Context: an optimization exercise on an open-source flow, tuned for small area and a short achievable clock period. The choices shown serve that exercise and are no tape-out recipe. Function was checked by simulation only, so behaviour that the tests miss may differ from the original.

## flow/design.v (module list and top-level ports; edited modules follow where they fit)
// module rdp_core: 1124 lines
// module booth_rec: 9 lines
// module ctl_rom: 105 lines
// module conv_top: 108 lines
module conv_top (
    input clk, rst, en,
    input    [15:0] din,
    output   [15:0] DATA_OUT,
    output          VALID
);
  // ...
==> flow/flow/run.sh <==
#!/bin/bash
set -euo pipefail
bash standard.sh SETUP_SLACK_MARGIN=13.3 finish > flow_orfs.log 2>&1
==> flow/standard.sh <==
#!/bin/bash
# synth_recipe.tcl (not shown) runs the flow's synth.tcl, then flattens the netlist and writes it again
# the make line also repeats each setting of config.mk as NAME=value (left out here)
make -C /OpenROAD-flow-scripts/flow DESIGN_CONFIG=/design/flow/config.mk WORK_HOME=/design/flow/orfs CLKGATE_MAP_FILE= SYNTH_SCRIPT=/design/flow/synth_recipe.tcl "${@:-finish}"
==> flow/config.mk <==
export PLATFORM = sky130hd
export DESIGN_NAME = conv_top
export DESIGN_NICKNAME = conv_top
export VERILOG_FILES = /design/flow/design.v
export SDC_FILE = /design/flow/constraint.sdc
export NUM_CORES = 8
export LEC_CHECK = 0
export ABC_AREA = 1
export CAP_MARGIN = 20
export CORE_MARGIN = 2
export CORE_UTILIZATION = 40
export CTS_CLUSTER_DIAMETER = 100
export CTS_CLUSTER_SIZE = 30
export SLEW_MARGIN = 20
==> flow/constraint.sdc <==
create_clock -name core_clock -period 18.0 [get_ports {clk}]
set_input_delay 3.6000 -clock core_clock [delete_from_list [all_inputs] [get_ports {clk}]]
set_output_delay 3.6000 -clock core_clock [all_outputs]
set_load 0.01 [all_outputs]
==> run notes, run 1 <==
- Global routing usage on met3: 2.939%
- Multi-input gates: 2626
- Complex-gate fraction of the synthesized area: 9.712%
- Post-synthesis sequential area ratio: 47.60%
- Yosys Warn Count: 2
- Drt via density: 5.291
- Worst r2r src: e0[17]
- Final clock-cell share: 2.731%
- Reg area: 0.02137 mm^2
- Initial Util: 40.40%
- Synthesized area: 0.04483 mm^2
- M2 GR Usage: 34.16%
- Max Fclk: 0.2129 GHz
- Outcome: complete, no violations
- Post-Synth Adder-Cell Area: 17.45%
- DP Wirelength: 90.61 mm
- Actual transition at the worst max-transition pin: 0.9993 ns
- Worst setup SP type: register
- Crit path DAT: 1.10 ns
- Critical Path End: DATA_OUT[11]
- WP depth: 1
- Most frequent cells in the layout: nand2_1, dfxtp_1, inv_1
- Clk_skew: 0.06141 ns
- DRC: 0
- Max-Cap Viols: 0
- Post-synth top flop: dfxtp_1
- Flip-flop and latch count: 946
- Unique masters post-synth: 49
- Clock Latency Late Sink: 0.67 ns
- Layout cells sized above 1: 4.494%
- CTS Root Cell: clkbuf_16
- Met1 Use GR: 29.77%
- Final WS setup: 13.30 ns
- Post-Syn Area per Cell: 10.34 um^2
- Synth Register Bits: 946
- Final Max Slew Viols: 0
- Sequential portion of the cell area: 44.89%
==> module ctl_rom, before the edit <==
module ctl_rom (input [6:0] k, output reg [30:0] c);
always @(*) begin
    case (k)
    7'd1: c = 31'b0000000000000000000000000000001;
    7'd2: c = 31'b0000000000000000000000000000001;
    7'd3: c = 31'b0000001000000000000000000000001;
    7'd4: c = 31'b0000010000000000000000000000001;
    7'd5: c = 31'b0000000000000000000000000000001;
    7'd6: c = 31'b0000000000000000000000000000010;
    7'd7: c = 31'b0000000000000000000000000000100;
    7'd8: c = 31'b0000001000000000000100000000000;
    7'd9: c = 31'b0000010000000000000100000000000;
    7'd10: c = 31'b0000000000000000000100000000000;
    7'd13: c = 31'b0000001000000000000000000001000;
    7'd14: c = 31'b0000010000000000000000000001000;
    7'd15: c = 31'b0000000000010001000000000001000;
    7'd16: c = 31'b0000000000010001000000000001000;
    7'd17: c = 31'b0000000100110001000000000001000;
    7'd18: c = 31'b0000001100110001000000001000000;
    7'd19: c = 31'b0000010100110001000000010000000;
    7'd20: c = 31'b0000000100100000001000000000000;
    7'd21: c = 31'b0000000100100000001000000000000;
    7'd22: c = 31'b0000000000000000001000000000000;
    7'd23: c = 31'b0000001000000000000000000000000;
    7'd24: c = 31'b0000010000000000000000000000000;
    7'd25: c = 31'b0000000000001000100000100000000;
    7'd26: c = 31'b0000000000001000100000100000000;
    7'd27: c = 31'b0000000000101000100000100000000;
    7'd28: c = 31'b0000001000101000100000100000000;
    7'd29: c = 31'b0000010000101000100000100000000;
    7'd30: c = 31'b0000000000101001000001000000000;
    7'd31: c = 31'b0000000000101001000010000000000;
    7'd32: c = 31'b0000000101001001010000000000000;
    7'd33: c = 31'b0000001101001001010000000000000;
    7'd34: c = 31'b0000010101001001010000000000000;
    7'd35: c = 31'b0000000101000100100000000000000;
    7'd36: c = 31'b0000000101000100100000000000000;
    7'd37: c = 31'b0000000001000100100000000010000;
    7'd38: c = 31'b0000001001000100100000000010000;
    7'd39: c = 31'b0000010001000100100000000010000;
    7'd40: c = 31'b0000000001000110000000000010000;
    7'd41: c = 31'b0000000001000110000000000010000;
    7'd42: c = 31'b0000000000100110000000001000000;
    7'd43: c = 31'b0000001000100110000000010000000;
    7'd44: c = 31'b0000010000100110000000000000000;
    7'd45: c = 31'b0000000000100101000000000000000;
    7'd46: c = 31'b0000100000100101000000000000001;
    7'd47: c = 31'b0000100110000101000000000000001;
    7'd48: c = 31'b0000101110000101000000000000001;
    7'd49: c = 31'b0000110110000101000000000000001;
    7'd50: c = 31'b0000100110010000100000000000001;
    7'd51: c = 31'b0000000110010000100000000000010;
    7'd52: c = 31'b0000000001010000100000000000100;
    7'd53: c = 31'b0000001001010000100000000000000;
    7'd54: c = 31'b0000010001010000100000000000000;
    7'd55: c = 31'b0000000001001000100000100000000;
    7'd56: c = 31'b0000000001001000100000100000000;
    7'd57: c = 31'b0000000010001000100000100000000;
    7'd58: c = 31'b0000001010001000100000100000000;
    7'd59: c = 31'b0000010010001000100000100000000;
    7'd60: c = 31'b0000000010000100100001000000000;
    7'd61: c = 31'b0000000010000100100010000000000;
    7'd62: c = 31'b0000000100100100100000000000000;
    7'd63: c = 31'b0000001100100100100000000000000;
    7'd64: c = 31'b0000010100100100100000000100000;
    7'd65: c = 31'b0000000100110001000000000100000;
    7'd66: c = 31'b0000000100110001000000000100000;
    7'd67: c = 31'b0000000010010001000000000100000;
    7'd68: c = 31'b0000001010010001000000000100000;
    7'd69: c = 31'b0000010010010001000000001000000;
    7'd70: c = 31'b0000000010001001000000010000000;
    7'd71: c = 31'b0000000010001001000000000000000;
    7'd72: c = 31'b0000000000101001000000000000000;
    7'd73: c = 31'b0001001000101001000000000000000;
    7'd74: c = 31'b0001010000101001000000000000000;
    7'd75: c = 31'b0001000000100101000000000000000;
    7'd76: c = 31'b0001000000100101000000000000000;
    7'd77: c = 31'b0001000101000101000000000000000;
    7'd78: c = 31'b0000001101000101000000000000000;
    7'd79: c = 31'b0000010101000101000000000000000;
    7'd80: c = 31'b0000000101010010000000000000000;
    7'd81: c = 31'b0000000101010010000000000000000;
    7'd82: c = 31'b0010000000110010000000000000000;
    7'd83: c = 31'b0010001000110010000000000000000;
    7'd84: c = 31'b0010010000110010000000000000000;
    7'd85: c = 31'b0010000000110000100000000000000;
    7'd86: c = 31'b0010000000110000100000000000000;
    7'd87: c = 31'b0000000001010000100000000000000;
    7'd88: c = 31'b0000001001010000100000000000000;
    7'd89: c = 31'b0100010001010000100000000000000;
    7'd90: c = 31'b0100000001001010000000000000000;
    7'd91: c = 31'b0100000001001010000000000000000;
    7'd92: c = 31'b0100000001001010000000000000000;
    7'd93: c = 31'b0100001001001010000000000000000;
    7'd94: c = 31'b0000010001001010000000000000000;
    7'd95: c = 31'b0000000001000000000000000000000;
    7'd96: c = 31'b1000000001000000000000000000000;
    7'd97: c = 31'b1000000000000000000000000000000;
    7'd98: c = 31'b1000001000000000000000000000000;
    7'd99: c = 31'b1000010000000000000000000000000;
    7'd100: c = 31'b1000000000000000000000000000000;
    default: c = 31'b0;
    endcase
end
endmodule
==> module conv_top, before the edit <==
module conv_top (
    input clk, rst, en,
    input    [15:0] din,
    output   [15:0] DATA_OUT,
    output          VALID
);
reg  [6:0] cnt;                        
wire [6:0] cnt_n = rst ? 7'd127 : en ? 7'd1 : (cnt == 7'd127) ? cnt : cnt + 7'd1;
always @(posedge clk) cnt <= cnt_n;
localparam NC = 31;
wire [NC-1:0] ctl_n;
ctl_rom u_ctl (.k(cnt), .c(ctl_n));
reg [NC-1:0] ctl;
always @(posedge clk) ctl <= ctl_n;    
wire wy = ctl[0], wy5 = ctl[1], wy6 = ctl[2];
wire wx1 = ctl[3], wx2 = ctl[4], wx0 = ctl[5], wx5 = ctl[6], wx6 = ctl[7];
wire wz = ctl[8], wz5 = ctl[9], wz6 = ctl[10];
wire lf2 = ctl[11], lf1 = ctl[12], lf0 = ctl[13];
wire sx = ctl[14], sy = ctl[15], sz = ctl[16];
wire sf0 = ctl[17], sf1 = ctl[18], sf2 = ctl[19];
wire [2:0] tq2 = ctl[22:20];
wire first2 = ctl[23];
wire x3 = ctl[24], x4 = ctl[25];
wire [4:0] osel = ctl[30:26];
reg [15:0] X0, X1, X2, X3, X4, Xe5, Xe6;
reg [15:0] Y0, Y1, Y2, Y3, Y4, Ye5, Ye6;
reg [15:0] Z0, Z1, Z2, Z3, Z4, Ze5, Ze6;
always @(posedge clk) begin
    X0 <= wx0 ? din : X1;
    X1 <= wx1 ? din : X2;
    X2 <= wx2 ? din : X3;
    X3 <= X4;
    X4 <= X0;
    Y0 <= Y1;
    Y1 <= Y2;
    Y2 <= Y3;
    Y3 <= wy ? din : Y4;
    Y4 <= Y0;
    Z0 <= Z1;
    Z1 <= Z2;
    Z2 <= Z3;
    Z3 <= Z4;
    Z4 <= wz ? din : Z0;
    if (wx5) Xe5 <= din;
    if (wx6) Xe6 <= din;
    if (wy5) Ye5 <= din;
    if (wy6) Ye6 <= din;
    if (wz5) Ze5 <= din;
    if (wz6) Ze6 <= din;
end
reg [15:0] F00, F01, F02, F10, F11, F12, F20, F21, F22;
always @(posedge clk) begin
    if (lf0) begin F00 <= F01; F01 <= F02; F02 <= din; end
    if (lf1) begin F10 <= F11; F11 <= F12; F12 <= din; end
    if (lf2) begin F20 <= F21; F21 <= F22; F22 <= din; end
end
wire [15:0] r0 = ({16{sx}} & X0)  | ({16{sy}} & Y0)  | ({16{sz}} & Z0);
wire [15:0] r1 = ({16{sx}} & X1)  | ({16{sy}} & Y1)  | ({16{sz}} & Z1);
wire [15:0] r2 = ({16{sx}} & X2)  | ({16{sy}} & Y2)  | ({16{sz}} & Z2);
wire [15:0] r5 = ({16{sx}} & Xe5) | ({16{sy}} & Ye5) | ({16{sz}} & Ze5);
wire [15:0] r6 = ({16{sx}} & Xe6) | ({16{sy}} & Ye6) | ({16{sz}} & Ze6);
wire [15:0] f0 = ({16{sf0}} & F00) | ({16{sf1}} & F10) | ({16{sf2}} & F20);
wire [15:0] f1 = ({16{sf0}} & F01) | ({16{sf1}} & F11) | ({16{sf2}} & F21);
wire [15:0] f2 = ({16{sf0}} & F02) | ({16{sf1}} & F12) | ({16{sf2}} & F22);
wire [23:0] fe0, fe1, fe2;
booth_rec u_rec0 (.f(f0), .e(fe0));
booth_rec u_rec1 (.f(f1), .e(fe1));
booth_rec u_rec2 (.f(f2), .e(fe2));
reg [15:0] a0, a1, a2;
reg [23:0] e0, e1, e2;
always @(posedge clk) begin
    a0 <= r0;
    a1 <= x4 ? r5 : r1;
    a2 <= x3 ? r5 : x4 ? r6 : r2;
    e0 <= fe0;
    e1 <= fe1;
    e2 <= fe2;
end
wire [47:0] ts;
wire [2:0]  tl;
rdp_core u_rdp (.e0(e0), .e1(e1), .e2(e2), .a0(a0), .a1(a1), .a2(a2), .s(ts), .lc(tl));
reg [47:0] ps;
reg [2:0]  pl;
always @(posedge clk) begin
    ps <= ts;
    pl <= tl;
end
reg [15:0] Qa0, Qa1, Qa2, Qa3, Qa4;
reg [15:0] Qb0, Qb1, Qb2, Qb3, Qb4;
reg [15:0] Qc0, Qc1, Qc2, Qc3, Qc4;
wire [15:0] head = ({16{tq2[0]}} & Qa0) | ({16{tq2[1]}} & Qb0) | ({16{tq2[2]}} & Qc0);
wire [15:0] pin = first2 ? 16'h0060 : head;
wire [15:0] res = pin + ps[15:0] + ps[31:16] + ps[47:32] + pl[0] + pl[1] + pl[2];
always @(posedge clk) begin
    Qa0 <= Qa1; Qa1 <= Qa2; Qa2 <= Qa3; Qa3 <= Qa4; Qa4 <= tq2[0] ? res : Qa0;
    Qb0 <= Qb1; Qb1 <= Qb2; Qb2 <= Qb3; Qb3 <= Qb4; Qb4 <= tq2[1] ? res : Qb0;
    Qc0 <= Qc1; Qc1 <= Qc2; Qc2 <= Qc3; Qc3 <= Qc4; Qc4 <= tq2[2] ? res : Qc0;
end
reg [15:0] data_out;
reg        valid;
always @(posedge clk) begin
    data_out <= ({16{osel[0]}} & Qa1) | ({16{osel[1]}} & Qb4) | ({16{osel[2]}} & Qc0) |
                ({16{osel[3]}} & Qa3) | ({16{osel[4]}} & Qb1);
    valid <= ~rst & (cnt != 7'd127) & (|osel);
end
assign DATA_OUT = data_out;
assign VALID = valid;
endmodule
==> run 2, diff against run 1 <==
--- a/flow/design.v
+++ b/flow/design.v
@@ -1131,108 +1131,182 @@
     assign e[3*j+2] = fx[2*j+2];
   end endgenerate
 endmodule
-module ctl_rom (input [6:0] k, output reg [30:0] c);
+module ctl_rom (input [6:0] k, output reg [18:0] now, output reg [11:0] next);
 always @(*) begin
     case (k)
-    7'd1: c = 31'b0000000000000000000000000000001;
-    7'd2: c = 31'b0000000000000000000000000000001;
-    7'd3: c = 31'b0000001000000000000000000000001;
-    7'd4: c = 31'b0000010000000000000000000000001;
-    7'd5: c = 31'b0000000000000000000000000000001;
-    7'd6: c = 31'b0000000000000000000000000000010;
-    7'd7: c = 31'b0000000000000000000000000000100;
-    7'd8: c = 31'b0000001000000000000100000000000;
-    7'd9: c = 31'b0000010000000000000100000000000;
-    7'd10: c = 31'b0000000000000000000100000000000;
-    7'd13: c = 31'b0000001000000000000000000001000;
-    7'd14: c = 31'b0000010000000000000000000001000;
-    7'd15: c = 31'b0000000000010001000000000001000;
-    7'd16: c = 31'b0000000000010001000000000001000;
-    7'd17: c = 31'b0000000100110001000000000001000;
-    7'd18: c = 31'b0000001100110001000000001000000;
-    7'd19: c = 31'b0000010100110001000000010000000;
-    7'd20: c = 31'b0000000100100000001000000000000;
-    7'd21: c = 31'b0000000100100000001000000000000;
-    7'd22: c = 31'b0000000000000000001000000000000;
-    7'd23: c = 31'b0000001000000000000000000000000;
-    7'd24: c = 31'b0000010000000000000000000000000;
-    7'd25: c = 31'b0000000000001000100000100000000;
-    7'd26: c = 31'b0000000000001000100000100000000;
-    7'd27: c = 31'b0000000000101000100000100000000;
-    7'd28: c = 31'b0000001000101000100000100000000;
-    7'd29: c = 31'b0000010000101000100000100000000;
-    7'd30: c = 31'b0000000000101001000001000000000;
-    7'd31: c = 31'b0000000000101001000010000000000;
-    7'd32: c = 31'b0000000101001001010000000000000;
-    7'd33: c = 31'b0000001101001001010000000000000;
-    7'd34: c = 31'b0000010101001001010000000000000;
-    7'd35: c = 31'b0000000101000100100000000000000;
-    7'd36: c = 31'b0000000101000100100000000000000;
-    7'd37: c = 31'b0000000001000100100000000010000;
-    7'd38: c = 31'b0000001001000100100000000010000;
-    7'd39: c = 31'b0000010001000100100000000010000;
-    7'd40: c = 31'b0000000001000110000000000010000;
-    7'd41: c = 31'b0000000001000110000000000010000;
-    7'd42: c = 31'b0000000000100110000000001000000;
-    7'd43: c = 31'b0000001000100110000000010000000;
-    7'd44: c = 31'b0000010000100110000000000000000;
-    7'd45: c = 31'b0000000000100101000000000000000;
-    7'd46: c = 31'b0000100000100101000000000000001;
-    7'd47: c = 31'b0000100110000101000000000000001;
-    7'd48: c = 31'b0000101110000101000000000000001;
-    7'd49: c = 31'b0000110110000101000000000000001;
-    7'd50: c = 31'b0000100110010000100000000000001;
-    7'd51: c = 31'b0000000110010000100000000000010;
-    7'd52: c = 31'b0000000001010000100000000000100;
-    7'd53: c = 31'b0000001001010000100000000000000;
-    7'd54: c = 31'b0000010001010000100000000000000;
-    7'd55: c = 31'b0000000001001000100000100000000;
-    7'd56: c = 31'b0000000001001000100000100000000;
-    7'd57: c = 31'b0000000010001000100000100000000;
-    7'd58: c = 31'b0000001010001000100000100000000;
-    7'd59: c = 31'b0000010010001000100000100000000;
-    7'd60: c = 31'b0000000010000100100001000000000;
-    7'd61: c = 31'b0000000010000100100010000000000;
-    7'd62: c = 31'b0000000100100100100000000000000;
-    7'd63: c = 31'b0000001100100100100000000000000;
-    7'd64: c = 31'b0000010100100100100000000100000;
-    7'd65: c = 31'b0000000100110001000000000100000;
-    7'd66: c = 31'b0000000100110001000000000100000;
-    7'd67: c = 31'b0000000010010001000000000100000;
-    7'd68: c = 31'b0000001010010001000000000100000;
-    7'd69: c = 31'b0000010010010001000000001000000;
-    7'd70: c = 31'b0000000010001001000000010000000;
-    7'd71: c = 31'b0000000010001001000000000000000;
-    7'd72: c = 31'b0000000000101001000000000000000;
-    7'd73: c = 31'b0001001000101001000000000000000;
-    7'd74: c = 31'b0001010000101001000000000000000;
-    7'd75: c = 31'b0001000000100101000000000000000;
-    7'd76: c = 31'b0001000000100101000000000000000;
-    7'd77: c = 31'b0001000101000101000000000000000;
-    7'd78: c = 31'b0000001101000101000000000000000;
-    7'd79: c = 31'b0000010101000101000000000000000;
-    7'd80: c = 31'b0000000101010010000000000000000;
-    7'd81: c = 31'b0000000101010010000000000000000;
-    7'd82: c = 31'b0010000000110010000000000000000;
-    7'd83: c = 31'b0010001000110010000000000000000;
-    7'd84: c = 31'b0010010000110010000000000000000;
-    7'd85: c = 31'b0010000000110000100000000000000;
-    7'd86: c = 31'b0010000000110000100000000000000;
-    7'd87: c = 31'b0000000001010000100000000000000;
-    7'd88: c = 31'b0000001001010000100000000000000;
-    7'd89: c = 31'b0100010001010000100000000000000;
-    7'd90: c = 31'b0100000001001010000000000000000;
-    7'd91: c = 31'b0100000001001010000000000000000;
-    7'd92: c = 31'b0100000001001010000000000000000;
-    7'd93: c = 31'b0100001001001010000000000000000;
-    7'd94: c = 31'b0000010001001010000000000000000;
-    7'd95: c = 31'b0000000001000000000000000000000;
-    7'd96: c = 31'b1000000001000000000000000000000;
-    7'd97: c = 31'b1000000000000000000000000000000;
-    7'd98: c = 31'b1000001000000000000000000000000;
-    7'd99: c = 31'b1000010000000000000000000000000;
-    7'd100: c = 31'b1000000000000000000000000000000;
-    default: c = 31'b0;
+    7'd2: now = 19'b0000000000000000001;
+    7'd3: now = 19'b0000000000000000001;
+    7'd4: now = 19'b0000000000000000001;
+    7'd5: now = 19'b0000000000000000001;
+    7'd6: now = 19'b0000000000000000001;
+    7'd7: now = 19'b0000000000000000010;
+    7'd8: now = 19'b0000000000000000100;
+    7'd9: now = 19'b0000000100000000000;
+    7'd10: now = 19'b0000000100000000000;
+    7'd11: now = 19'b0000000100000000000;
+    7'd14: now = 19'b0000000000000001000;
+    7'd15: now = 19'b0000000000000001000;
+    7'd16: now = 19'b0000000000000001000;
+    7'd17: now = 19'b0000000000000001000;
+    7'd18: now = 19'b0000000000000001000;
+    7'd19: now = 19'b0000000000001000000;
+    7'd20: now = 19'b0000000000010000000;
+    7'd21: now = 19'b0000001000000000000;
+    7'd22: now = 19'b0000001000000000000;
+    7'd23: now = 19'b0000001000000000000;
+    7'd26: now = 19'b0000000000100000000;
+    7'd27: now = 19'b0000000000100000000;
+    7'd28: now = 19'b0000000000100000000;
+    7'd29: now = 19'b0000000000100000000;
+    7'd30: now = 19'b0000000000100000000;
+    7'd31: now = 19'b0000000001000000000;
+    7'd32: now = 19'b0000000010000000000;
+    7'd33: now = 19'b0000010000000000000;
+    7'd34: now = 19'b0000010000000000000;
+    7'd35: now = 19'b0000010000000000000;
+    7'd38: now = 19'b0000000000000010000;
+    7'd39: now = 19'b0000000000000010000;
+    7'd40: now = 19'b0000000000000010000;
+    7'd41: now = 19'b0000000000000010000;
+    7'd42: now = 19'b0000000000000010000;
+    7'd43: now = 19'b0000000000001000000;
+    7'd44: now = 19'b0000000000010000000;
+    7'd47: now = 19'b0000100000000000001;
+    7'd48: now = 19'b0000100000000000001;
+    7'd49: now = 19'b0000100000000000001;
+    7'd50: now = 19'b0000100000000000001;
+    7'd51: now = 19'b0000100000000000001;
+    7'd52: now = 19'b0000000000000000010;
+    7'd53: now = 19'b0000000000000000100;
+    7'd56: now = 19'b0000000000100000000;
+    7'd57: now = 19'b0000000000100000000;
+    7'd58: now = 19'b0000000000100000000;
+    7'd59: now = 19'b0000000000100000000;
+    7'd60: now = 19'b0000000000100000000;
+    7'd61: now = 19'b0000000001000000000;
+    7'd62: now = 19'b0000000010000000000;
+    7'd65: now = 19'b0000000000000100000;
+    7'd66: now = 19'b0000000000000100000;
+    7'd67: now = 19'b0000000000000100000;
+    7'd68: now = 19'b0000000000000100000;
+    7'd69: now = 19'b0000000000000100000;
+    7'd70: now = 19'b0000000000001000000;
+    7'd71: now = 19'b0000000000010000000;
+    7'd74: now = 19'b0001000000000000000;
+    7'd75: now = 19'b0001000000000000000;
+    7'd76: now = 19'b0001000000000000000;
+    7'd77: now = 19'b0001000000000000000;
+    7'd78: now = 19'b0001000000000000000;
+    7'd83: now = 19'b0010000000000000000;
+    7'd84: now = 19'b0010000000000000000;
+    7'd85: now = 19'b0010000000000000000;
+    7'd86: now = 19'b0010000000000000000;
+    7'd87: now = 19'b0010000000000000000;
+    7'd90: now = 19'b0100000000000000000;
+    7'd91: now = 19'b0100000000000000000;
+    7'd92: now = 19'b0100000000000000000;
+    7'd93: now = 19'b0100000000000000000;
+    7'd94: now = 19'b0100000000000000000;
+    7'd97: now = 19'b1000000000000000000;
+    7'd98: now = 19'b1000000000000000000;
+    7'd99: now = 19'b1000000000000000000;
+    7'd100: now = 19'b1000000000000000000;
+    7'd101: now = 19'b1000000000000000000;
+    default: now = 19'b0;
+    endcase
+end
+always @(*) begin
+    case (k)
+    7'd3: next = 12'b010000000000;
+    7'd4: next = 12'b100000000000;
+    7'd8: next = 12'b010000000000;
+    7'd9: next = 12'b100000000000;
+    7'd13: next = 12'b010000000000;
+    7'd14: next = 12'b100000000000;
+    7'd15: next = 12'b000000100010;
+    7'd16: next = 12'b000000100010;
+    7'd17: next = 12'b001001100010;
+    7'd18: next = 12'b011001100010;
+    7'd19: next = 12'b101001100010;
+    7'd20: next = 12'b001001000000;
+    7'd21: next = 12'b001001000000;
+    7'd23: next = 12'b010000000000;
+    7'd24: next = 12'b100000000000;
+    7'd25: next = 12'b000000010001;
+    7'd26: next = 12'b000000010001;
+    7'd27: next = 12'b000001010001;
+    7'd28: next = 12'b010001010001;
+    7'd29: next = 12'b100001010001;
+    7'd30: next = 12'b000001010010;
+    7'd31: next = 12'b000001010010;
+    7'd32: next = 12'b001010010010;
+    7'd33: next = 12'b011010010010;
+    7'd34: next = 12'b101010010010;
+    7'd35: next = 12'b001010001001;
+    7'd36: next = 12'b001010001001;
+    7'd37: next = 12'b000010001001;
+    7'd38: next = 12'b010010001001;
+    7'd39: next = 12'b100010001001;
+    7'd40: next = 12'b000010001100;
+    7'd41: next = 12'b000010001100;
+    7'd42: next = 12'b000001001100;
+    7'd43: next = 12'b010001001100;
+    7'd44: next = 12'b100001001100;
+    7'd45: next = 12'b000001001010;
+    7'd46: next = 12'b000001001010;
+    7'd47: next = 12'b001100001010;
+    7'd48: next = 12'b011100001010;
+    7'd49: next = 12'b101100001010;
+    7'd50: next = 12'b001100100001;
+    7'd51: next = 12'b001100100001;
+    7'd52: next = 12'b000010100001;
+    7'd53: next = 12'b010010100001;
+    7'd54: next = 12'b100010100001;
+    7'd55: next = 12'b000010010001;
+    7'd56: next = 12'b000010010001;
+    7'd57: next = 12'b000100010001;
+    7'd58: next = 12'b010100010001;
+    7'd59: next = 12'b100100010001;
+    7'd60: next = 12'b000100001001;
+    7'd61: next = 12'b000100001001;
+    7'd62: next = 12'b001001001001;
+    7'd63: next = 12'b011001001001;
+    7'd64: next = 12'b101001001001;
+    7'd65: next = 12'b001001100010;
+    7'd66: next = 12'b001001100010;
+    7'd67: next = 12'b000100100010;
+    7'd68: next = 12'b010100100010;
+    7'd69: next = 12'b100100100010;
+    7'd70: next = 12'b000100010010;
+    7'd71: next = 12'b000100010010;
+    7'd72: next = 12'b000001010010;
+    7'd73: next = 12'b010001010010;
+    7'd74: next = 12'b100001010010;
+    7'd75: next = 12'b000001001010;
+    7'd76: next = 12'b000001001010;
+    7'd77: next = 12'b001010001010;
+    7'd78: next = 12'b011010001010;
+    7'd79: next = 12'b101010001010;
+    7'd80: next = 12'b001010100100;
+    7'd81: next = 12'b001010100100;
+    7'd82: next = 12'b000001100100;
+    7'd83: next = 12'b010001100100;
+    7'd84: next = 12'b100001100100;
+    7'd85: next = 12'b000001100001;
+    7'd86: next = 12'b000001100001;
+    7'd87: next = 12'b000010100001;
+    7'd88: next = 12'b010010100001;
+    7'd89: next = 12'b100010100001;
+    7'd90: next = 12'b000010010100;
+    7'd91: next = 12'b000010010100;
+    7'd92: next = 12'b000010010100;
+    7'd93: next = 12'b010010010100;
+    7'd94: next = 12'b100010010100;
+    7'd95: next = 12'b000010000000;
+    7'd96: next = 12'b000010000000;
+    7'd98: next = 12'b010000000000;
+    7'd99: next = 12'b100000000000;
+    default: next = 12'b0;
     endcase
 end
 endmodule
@@ -1243,23 +1317,25 @@
     output          VALID
 );
 reg  [6:0] cnt;                        
-wire [6:0] cnt_n = rst ? 7'd127 : en ? 7'd1 : (cnt == 7'd127) ? cnt : cnt + 7'd1;
-always @(posedge clk) cnt <= cnt_n;
-localparam NC = 31;
-wire [NC-1:0] ctl_n;
-ctl_rom u_ctl (.k(cnt), .c(ctl_n));
-reg [NC-1:0] ctl;
-always @(posedge clk) ctl <= ctl_n;    
-wire wy = ctl[0], wy5 = ctl[1], wy6 = ctl[2];
-wire wx1 = ctl[3], wx2 = ctl[4], wx0 = ctl[5], wx5 = ctl[6], wx6 = ctl[7];
-wire wz = ctl[8], wz5 = ctl[9], wz6 = ctl[10];
-wire lf2 = ctl[11], lf1 = ctl[12], lf0 = ctl[13];
-wire sx = ctl[14], sy = ctl[15], sz = ctl[16];
-wire sf0 = ctl[17], sf1 = ctl[18], sf2 = ctl[19];
-wire [2:0] tq2 = ctl[22:20];
-wire first2 = ctl[23];
-wire x3 = ctl[24], x4 = ctl[25];
-wire [4:0] osel = ctl[30:26];
+always @(posedge clk)
+    if (rst)     cnt <= 7'd127;
+    else if (en) cnt <= 7'd1;
+    else         cnt <= cnt + {6'd0, ~&cnt};
+wire [18:0] now;
+wire [11:0] ctl_n;
+ctl_rom u_ctl (.k(cnt), .now(now), .next(ctl_n));
+reg [11:0] ctl;
+always @(posedge clk) ctl <= ctl_n;
+wire wy = now[0], wy5 = now[1], wy6 = now[2];
+wire wx1 = now[3], wx2 = now[4], wx0 = now[5], wx5 = now[6], wx6 = now[7];
+wire wz = now[8], wz5 = now[9], wz6 = now[10];
+wire lf2 = now[11], lf1 = now[12], lf0 = now[13];
+wire [4:0] osel = now[18:14];
+wire sx = ctl[0], sy = ctl[1], sz = ctl[2];
+wire sf0 = ctl[3], sf1 = ctl[4], sf2 = ctl[5];
+wire [2:0] tq2 = ctl[8:6];
+wire first2 = ctl[9];
+wire x3 = ctl[10], x4 = ctl[11];
 reg [15:0] X0, X1, X2, X3, X4, Xe5, Xe6;
 reg [15:0] Y0, Y1, Y2, Y3, Y4, Ye5, Ye6;
 reg [15:0] Z0, Z1, Z2, Z3, Z4, Ze5, Ze6;
@@ -1339,7 +1415,7 @@
 always @(posedge clk) begin
     data_out <= ({16{osel[0]}} & Qa1) | ({16{osel[1]}} & Qb4) | ({16{osel[2]}} & Qc0) |
                 ({16{osel[3]}} & Qa3) | ({16{osel[4]}} & Qb1);
-    valid <= ~rst & (cnt != 7'd127) & (|osel);
+    valid <= ~rst & (|osel);
 end
 assign DATA_OUT = data_out;
 assign VALID = valid;
==> flow/flow/run.sh (replaced) <==
#!/bin/bash
set -euo pipefail
W=$(cd "$(dirname "$0")/.." && pwd)
cd "$W"
SYN=synth_recipe.tcl
sed '1s/yosys synth -nofsm -noshare /yosys synth -nofsm -noshare -noabc /' synth_recipe.tcl > synth_recipe_noabc.tcl
if head -1 synth_recipe_noabc.tcl | grep -q -- '-noabc'; then SYN=synth_recipe_noabc.tcl; fi
echo "synthesis script: $SYN" > flow_info.log
bash standard.sh SYNTH_SCRIPT="$W/$SYN" SETUP_SLACK_MARGIN=13.3 finish > flow_orfs.log 2>&1
--- a/flow/config.mk
+++ b/flow/config.mk
@@ -8,7 +8,7 @@
 export ABC_AREA = 1
 export CAP_MARGIN = 20
 export CORE_MARGIN = 2
-export CORE_UTILIZATION = 40
+export CORE_UTILIZATION = 65
 export CTS_CLUSTER_DIAMETER = 100
 export CTS_CLUSTER_SIZE = 30
 export SLEW_MARGIN = 20
==> run 2 against run 1 <==
Against the previous run: still clean on timing, DRC and antenna; core utilization increased by 26 points; cell area is 4.4% lower; first-iteration DRC count increased by 30%; via count increased by 1.4%; wire length is 2.3% lower; cell count shrank 15%; flip-flop and latch count shrank 19; worst hold slack gained 0.026 ns; fmax down 1.2%; clock skew down 0.013 ns; synthesized cell count down 5.2%; critical endpoint is now ps[35]; largest cell class unchanged.
==> run notes, run 2 <==
- GRT Residual Overflow: 0 (unchanged)
- Clk_skew: 0.04791 ns (was 0.06141 ns)
- First-pass DRT Iterations: 8 (was 6)
- Layout overhead on the synthesized area: 4.559% (was 6.184%)
- CP Cell Sequence: inv_1 > xor2_1 > fa_1 > fa_1 > fa_1 > fa_1 > fa_1 > fa_1 (was buf_6)
- Final RePlAce weighted congestion: 1.052 (was 0.9951)
- Die Width: 262.8 um (was 338.8 um)
- Tmin final: 4.757 ns (was 4.698 ns)
- Clock sinks: 927 (was 946)
- Clock Latency Late Sink: 0.64 ns (was 0.67 ns)
- First-pass GRT wire length: 184.3 mm (was 188.2 mm)
- Die H: 262.8 um (was 338.8 um)
- DP Wirelength: 89.53 mm (was 90.61 mm)
- Crit path max-delay cell type: dfxtp_1 (was dfxtp_2)
- Post-synth top flop: dfxtp_1 (unchanged)
- Asr flop ratio synth: 0% (unchanged)
- Worst-path maximum fanout: 15 (was 1)
- Largest reg by FF count: ps (unchanged)
- Outcome: complete, no violations (unchanged)
- Reg area: 0.02098 mm^2 (was 0.02137 mm^2)
- Crit path DAT: 5.26 ns (was 1.10 ns)
- Post-synth net total: 4548 (was 4778)
- Synth Register Bits: 927 (was 946)
- Cells after Synth: 4110 (was 4337)
- Unique masters post-synth: 50 (was 49)
- Antenna cell count: 0 (unchanged)
- Worst setup SP type: register (unchanged)
- Layout cells sized above 1: 4.397% (was 4.494%)
- CP endpoint kind: register (was output pin)
- Vias in the first global route: 30163 (was 29315)
- Final design utilization: 68.97% (was 42.90%)
- Max Fclk: 0.2102 GHz (was 0.2129 GHz)
- Clk slew on worst S/H paths: 0.11 ns (about the same)
- Core area: 0.06598 mm^2 (was 0.1110 mm^2)
- CP required: 18.51 ns (was 14.40 ns)
- Synth area leaders: dfxtp_1, edfxtp_1, fa_1 (unchanged)
- Post-synth EDFFs: 240 (unchanged)
- Count of hold buffers inserted by post-cts repair: 0 (unchanged)
- RSZ-0062 raised after global routing: yes (unchanged)
- Most common cell in the netlist: nand2_1 (unchanged)
- Final hold violations: 0 (unchanged)
- Yosys Warn Count: 2 (unchanged)
- Commonest non-fill, non-tap cell in the layout: nand2_1 (unchanged)
- CTS tree: built (unchanged)
- Synthesized area: 0.04353 mm^2 (was 0.04483 mm^2)
- Largest delay share family, worst path: adder cells (was flip-flops)
- Setup Viol. Count Final: 0 (unchanged)
- Detail Route Antenna Nets: 0 (unchanged)
- Die Area: 0.06905 mm^2 (was 0.1148 mm^2)
- Most frequent cells in the layout: nand2_1, dfxtp_1, xor2_1 (was nand2_1, dfxtp_1, inv_1)
- Largest net degree at the start of global routing: 67 (was 66)
- Row cnt: 94 (was 122)
- Post-Syn Area per Cell: 10.59 um^2 (was 10.34 um^2)
- Multi-input gate area: 0.02063 mm^2 (was 0.02051 mm^2)
- # IOs: 36 (unchanged)
- CTS Buffer Depth: 3 (unchanged)
- H-tree depth: 2 (unchanged)
- Final WL: 122.4 mm (was 125.3 mm)
- Setup TNS: 0 ns (unchanged)
- Initial Util: 65.97% (was 40.40%)
- DRT iter0 DRCs: 3867 (was 2974)
- Max-Cap Viols: 0 (unchanged)
- Global router's overall resource usage: 35.23% (was 21.49%)
- DRC: 0 (unchanged)
- # fillers: 4898 (was 10709)
- Hold Crit Class: reg2reg (unchanged)
- Final #Nets: 4416 (was 4665)
- Port bufs: 35 (unchanged)
- Actual transition at the worst max-transition pin: 1.180 ns (was 0.9993 ns)
- Routed vias: 30791 (was 30359)
- Cell taking the most area after synthesis: dfxtp_1 (unchanged)
- Drt wl/cell: 25.16 um (was 21.84 um)
- Largest register FFs: 48 (unchanged)
- Post-synthesis sequential area ratio: 48.16% (was 47.60%)
- Slowest stage delay, CP: 1.01 ns (was 0.33 ns)
- Initial antenna violation count: 4 (was 5)
- Max_slew headroom: 21.26% (was 33.30%)
- Post-synth top cells: nand2_1, dfxtp_1, xor2_1 (was nand2_1, dfxtp_1, inv_1)
- Number of buffers and inverters on the critical path: 1 (unchanged)
- Period utilization: 26.43% (was 26.10%)
- Cell mode on critical path: fa_1
- Drt via density: 6.326 (was 5.291)
- Post-CTS setup buffers: 0 (unchanged)
- Final Max Slew Viols: 0 (unchanged)
- Crit Path Class: reg2reg (was reg2out)
- Yosys top cell area share: 31.60% (was 31.52%)
- Num CTS Buffers: 40 (was 41)
- CTS Root Cell: clkbuf_16 (unchanged)
==> run 2: cell types whose count changed after synthesis, sizes merged, moves of 17 or more <==
cell	delta
inv	-277
nand3	+52
mux2	-47
o21ai	+29
o211ai	-25
dfxtp	-19
nor2	+18
clkbuf	+17
==> run 2: cell type report <==
class / count / area share (%)
multi-input combinational: 2676 / 45.34
clock inverter: 8 / 0.4041
timing repair buffer: 64 / 1.130
tap: 864 / 2.375
sequential: 927 / 46.11
clock buffer: 59 / 2.425
inverter: 269 / 2.219
==> run 2: cell families (layout without fill, tap and decap cells) <==
family,Yosys count,count (layout),share of synthesized area [%]
muxes,1,1,0.02300
adders and majority gates,419,419,17.89
xor gates and xnor gates,415,415,8.351
AOI/OAI and AO/OA,741,741,10.42
DFF,927,927,48.16
and+or+nand+nor,1100,1100,10.54
buffers and inverters,507,400,4.614
==> run 2: per-layer routing <==
| layer | part of all wire, % | up-vias | routed length (um) | global-route usage, % |
|---|---|---|---|---|
| met5 | 0 | - | 0 | 0 |
| met4 | 4.3 | 0 | 5206 | 13.33 |
| met3 | 10 | 287 | 12650 | 6.719 |
| met2 | 45 | 1832 | 55260 | 54.52 |
| met1 | 40 | 15191 | 49340 | 49.71 |
| li1 | - | 13481 | - | - |
==> run 2: per-stage QoR <==
| step | cells | area [um^2] | worst slack (ns) | hold slack [ns] |
|---|---|---|---|---|
| 2_1_floorplan | 4110 | 43530 | 13.33 | 0.3096 |
| 3_3_place_gp | 4800 | 44260 | 13.24 | 0.3096 |
| 3_5_place_dp | 4800 | 44260 | 13.17 | 0.3121 |
| 4_1_cts | 4867 | 45470 | 13.30 | 0.3361 |
| 5_1_grt | 4867 | 45510 | 13.26 | 0.3413 |
| 6_report | 4867 | 45510 | 13.24 | 0.3339 |
==> run 2: what timing repair did <==
| item | CTS | global route |
|---|---|---|
| gates cloned | 0 | 0 |
| endpoints found under the setup margin | 20 | 14 |
| resized for setup | 73 | 11 |
==> run 2: worst reg2reg max path: cells and delay by family, from the launching register on <==
family	cells	cell delay (ns)
fa+ha+maj	6	2.84
flops	1	1.01
xor+xnor	1	0.37
buf+inv	1	0.41
==> run 2: path summary, 6_finish.rpt <==
check | from | end | slack, ns | cells past startpoint
setup / recovery | e1[20] | ps[35] | 13.24 | 8
setup reg to reg | e1[20] | ps[35] | 13.24 | 8
hold reg to reg | Qa2[9] | Qa1[9] | 0.33 | 0
hold / removal | Qa2[9] | Qa1[9] | 0.33 | 0

[afterwards: timing with drivers on the ports]
The flow's constraints put no driver on any port. The routed layouts listed below were extracted and timed again, unchanged, in two steps.
Step 1: set_driving_cell puts a clkbuf_16 on clk and a buf_2 on each other input, an assumption about the parent block.
Step 2 adds t to the input delays and takes it off the output delays; t is the mean of the earliest and latest rising clock arrival at the registers after step 1. Input paths then give back, and output paths get back, about the clock's delay inside the block.
Three values: no drivers, after step 1, after step 2; two values: the first two.
run	t (ns)	setup slack, ns	worst setup path at the end
run 1	0.711	13.302 / 13.232 / 13.216	input to register
run 2	0.686	13.243 / 13.243 / 13.152	input to register
After both steps every run listed still meets setup and hold. For run 2, which loses most, drivers alone change the setup slack by 0.000 ns; drivers and shift together by -0.091 ns.
